This is an optimization exercise on Yosys and OpenROAD, whose aim is small area and a short achievable clock period, not a production implementation.
RTL that was checked went through simulation tests only; none was proved equivalent to the original.

// mul_pipe
module mul_pipe(clk, reset, X1, X2, X3, X4, Y1, Y2, Y3, Y4, ans);
	input clk, reset;
	input [31:0] X1, Y1, X2, Y2, X3, Y3, X4, Y4;
	output [31:0] ans;
	wire f32 = |X1[31:16];
	wire        s0_1, s0_2, s0_3, s0_4;
	wire [7:0]  e0_1, e0_2, e0_3, e0_4;
	wire [23:0] a0_1, a0_2, a0_3, a0_4, b0_1, b0_2, b0_3, b0_4;
	unpack u1(f32, X1, Y1, s0_1, e0_1, a0_1, b0_1);
	unpack u2(f32, X2, Y2, s0_2, e0_2, a0_2, b0_2);
	unpack u3(f32, X3, Y3, s0_3, e0_3, a0_3, b0_3);
	unpack u4(f32, X4, Y4, s0_4, e0_4, a0_4, b0_4);
	wire [32:0] l0_1;
	mul_lo ml1(a0_1, b0_1[8:0], l0_1);
	wire [32:0] l0_2;
	mul_lo ml2(a0_2, b0_2[8:0], l0_2);
	wire [32:0] l0_3;
	mul_lo ml3(a0_3, b0_3[8:0], l0_3);
	wire [32:0] l0_4;
	mul_lo ml4(a0_4, b0_4[8:0], l0_4);
	reg        s1_1, s1_2, s1_3, s1_4;
	reg [7:0]  e1_1, e1_2, e1_3, e1_4;
	reg [23:0] a1_1, a1_2, a1_3, a1_4;
	reg [14:0] b1_1, b1_2, b1_3, b1_4;
	reg [32:0] l1_1, l1_2, l1_3, l1_4;
	always @(posedge clk) begin
		s1_1 <= s0_1; s1_2 <= s0_2; s1_3 <= s0_3; s1_4 <= s0_4;
		e1_1 <= e0_1; e1_2 <= e0_2; e1_3 <= e0_3; e1_4 <= e0_4;
		a1_1 <= a0_1; a1_2 <= a0_2; a1_3 <= a0_3; a1_4 <= a0_4;
		b1_1 <= b0_1[23:9]; b1_2 <= b0_2[23:9]; b1_3 <= b0_3[23:9]; b1_4 <= b0_4[23:9];
		l1_1 <= l0_1; l1_2 <= l0_2; l1_3 <= l0_3; l1_4 <= l0_4;
	end
	wire [47:0] p1;
	mul_hi mh1(a1_1, b1_1, l1_1, p1);
	wire [47:0] p2;
	mul_hi mh2(a1_2, b1_2, l1_2, p2);
	wire [47:0] p3;
	mul_hi mh3(a1_3, b1_3, l1_3, p3);
	wire [47:0] p4;
	mul_hi mh4(a1_4, b1_4, l1_4, p4);
	wire       gt12, gt34, gtp;
  ...
Size in the first run: about 12000 cells after synthesis, ~110000 µm² of cells after synthesis.
clock: 11.0 ns
lec_check: 0
cap_margin: 20
core_margin: 2
core_utilization: 55
cts_cluster_diameter: 120
cts_cluster_size: 32
place_density: 0.7
setup_slack_margin: 3.8
slew_margin: 20
tns_end_percent: 10
standard.sh (not shown) runs the stock make flow with config.mk's settings and CLKGATE_MAP_FILE= SYNTH_SCRIPT=/design/flow/synth_recipe.tcl, a recipe that flattens the netlist after the stock synthesis.
==> flow/flow/run.sh <==
#!/bin/bash
# Standard ORFS layout with two changes:
# - flow/polopt.py runs between synthesis and floorplan. It removes the
#   inverters that Yosys' full-adder extraction leaves between adder cells
#   (full adders are self-dual), without changing the logic function or any
#   register.
# - every input and output port is still buffered, but with buf_2 instead of
#   the delay cell (clkdlybuf4s50_1) that buffer_ports picks by default; the
#   resizer cannot swap a delay cell for a faster buffer later.
# Everything else is the standard flow.
set -euo pipefail
R=orfs/results/${FLOW_PLATFORM}/mul_pipe/base
export BUFFER_PORTS_ARGS="-buffer_cell sky130_fd_sc_hd__buf_2"
bash standard.sh synth > synth.log 2>&1
cp $R/1_2_yosys.v yosys_netlist.v
python3 flow/polopt.py yosys_netlist.v polopt_netlist.v > polopt.log 2>&1
cp polopt_netlist.v $R/1_2_yosys.v
touch $R/1_2_yosys.v
rm -f $R/1_synth.odb
bash standard.sh > layout.log 2>&1
Other scripts of this flow, unchanged in this note and not shown: flow/flow/polopt.py
The baseline finished clean.
Then changed:
Settings changed: CTS_CLUSTER_DIAMETER 120 to default, CTS_CLUSTER_SIZE 32 to default, SETUP_SLACK_MARGIN 3.8 to 4.1.
Now the flow reached the layout checks and failed them: antenna rules; count of clock-buffer cells in the layout climbs by 68; routed wire length increases by 3.2%; flip-flop and latch count is unchanged; synthesized area does not change; core utilization went up by 1.6 points; setup slack is worse by 0.043 ns; cell count goes up by 1.1%; non-clock buffer count grows by 62; sequential share of layout area went down by 0.36 points; design area increases by 2.6%.

== build 72 ==
Another version of the RTL of mul_pipe (not shown whole).
Size: about 12000 cells after synthesis, about 290 I/O pins, ~110000 um^2 of cells after synthesis.
==> flow/config.mk <==
export PLATFORM = sky130hd
export DESIGN_NAME = mul_pipe
export DESIGN_NICKNAME = mul_pipe
export VERILOG_FILES = /design/flow/design.v
export SDC_FILE = /design/flow/constraint.sdc
export NUM_CORES = 4
export LEC_CHECK = 0
export CAP_MARGIN = 20
export CORE_MARGIN = 2
export CORE_UTILIZATION = 55
export PLACE_DENSITY = 0.7
export SETUP_SLACK_MARGIN = 3.5
export SLEW_MARGIN = 20
==> flow/constraint.sdc <==
create_clock -name core_clock -period 11.0 [get_ports {clk}]
set_input_delay 2.2000 -clock core_clock [delete_from_list [all_inputs] [get_ports {clk}]]
set_output_delay 2.2000 -clock core_clock [all_outputs]
set_load 0.01 [all_outputs]
==> flow/flow/run.sh <==
#!/bin/bash
# Standard ORFS layout with one extra step between synthesis and floorplan:
# flow/polopt.py removes the inverters that Yosys' full-adder extraction leaves
# between adder cells (full adders are self-dual), without changing the logic
# function or any register. Everything else is the standard flow.
set -euo pipefail
R=orfs/results/${FLOW_PLATFORM}/mul_pipe/base
bash standard.sh synth > synth.log 2>&1
cp $R/1_2_yosys.v yosys_netlist.v
python3 flow/polopt.py yosys_netlist.v polopt_netlist.v > polopt.log 2>&1
cp polopt_netlist.v $R/1_2_yosys.v
touch $R/1_2_yosys.v
rm -f $R/1_synth.odb
bash standard.sh > layout.log 2>&1
Other scripts of this flow, unchanged in this note and not shown: flow/flow/polopt.py
Edits applied to the flow inputs when going from build 72 to build 43:
# build 72
export LEC_CHECK = 0
export CAP_MARGIN = 20
export CORE_MARGIN = 2
export CORE_UTILIZATION = 55
export PLACE_DENSITY = 0.7
export SETUP_SLACK_MARGIN = 3.5
export SLEW_MARGIN = 20
create_clock -name core_clock -period 11.0 [get_ports {clk}]
# build 43
export LEC_CHECK = 0
export CAP_MARGIN = 20
export CORE_MARGIN = 2
export CORE_UTILIZATION = 65
export PLACE_DENSITY = 0.8
export SETUP_SLACK_MARGIN = 3.5
export SLEW_MARGIN = 20
export TNS_END_PERCENT = 10
create_clock -name core_clock -period 11.0 [get_ports {clk}]
NOTE: count of clock buffers in the final design in build 43 falls short of that of build 72
Achievable clock frequency ends up lower on build 72.
Between build 43 and build 72, it is build 43 whose post-route clock period utilization is lower, by 0.22 points.
reg2out as the classification of the worst setup path was reported by build 72, and in2reg by build 43.
### build 43 -> build 80
# build 43
export LEC_CHECK = 0
export CAP_MARGIN = 20
export CORE_MARGIN = 2
export CORE_UTILIZATION = 65
export PLACE_DENSITY = 0.8
export SETUP_SLACK_MARGIN = 3.5
export SLEW_MARGIN = 20
export TNS_END_PERCENT = 10
create_clock -name core_clock -period 11.0 [get_ports {clk}]
# build 80
export LEC_CHECK = 0
export CAP_MARGIN = 20
export CORE_MARGIN = 2
export CORE_UTILIZATION = 55
export CTS_BUF_LIST = sky130_fd_sc_hd__clkbuf_8
export PLACE_DENSITY = 0.7
export SETUP_SLACK_MARGIN = 3.4
export SLEW_MARGIN = 20
create_clock -name core_clock -period 11.0 [get_ports {clk}]
[summary]
ans[8] as the capturing instance or port of the critical path was reported by build 80, and l1_3[31] by build 43. The final reports for build 80 and build 43 show final area higher in the former. Build 80: setup fix buffers added after clock tree synthesis higher than build 43. Final RePlAce weighted congestion, build 43 and build 80: lower on build 80. Side by side, detailed-routing wirelength on met1 turned out higher in build 80 than in build 43. Of build 80 and build 43, it is build 80 that has the higher post-route fraction of the period consumed by the critical path. Compared to build 43, build 80 was floorplanned on a bigger die. Summary: with build 43 as the reference, routed wire length in build 80 moved up slightly. Summary — hold slack, build 80 relative to build 43: lower, by 0.022 ns.
No functional check of the RTL was part of any run of this note.

[separate check: timing with driven ports]
How much do the figures lean on ideal ports? The routed layouts below were timed once more, with nothing changed but the port constraints.
Step 1: set_driving_cell puts a clkbuf_16 on clk and a buf_2 on each other input, an assumption about the parent block.
Step 2, shift: input delay + t, output delay - t, t = (earliest + latest rising clock arrival at the registers) / 2. This alone moves slack from input paths to output paths.
a / b / c = ideal / step 1 / step 2; a / b = the first two.
run | shift t [ns] | setup slack, ns | hold WS [ns] | worst slew at a driven data input, ns
the first run of note 1 | 0.774 | 3.721 / 3.627 / 3.141 | 0.310 / 0.310 / 0.310 | 0.06
the second run of note 1 | 0.828 | 3.677 / 3.585 / 3.083 | 0.311 / 0.311 / 0.311 | 0.17
build 72 | 0.816 | 3.206 / 3.124 / 2.816 | 0.323 / 0.323 / 0.323 | 0.15
build 43 | 0.806 | 3.231 / 3.175 / 2.479 | 0.313 / 0.313 / 0.313 | 0.16
build 80 | 0.979 | 2.981 / 2.898 / 2.572 | 0.291 / 0.291 / 0.291 | 0.10
The setup slack of build 43, which loses most, moves by -0.056 ns with the drivers and by -0.752 ns with both steps.
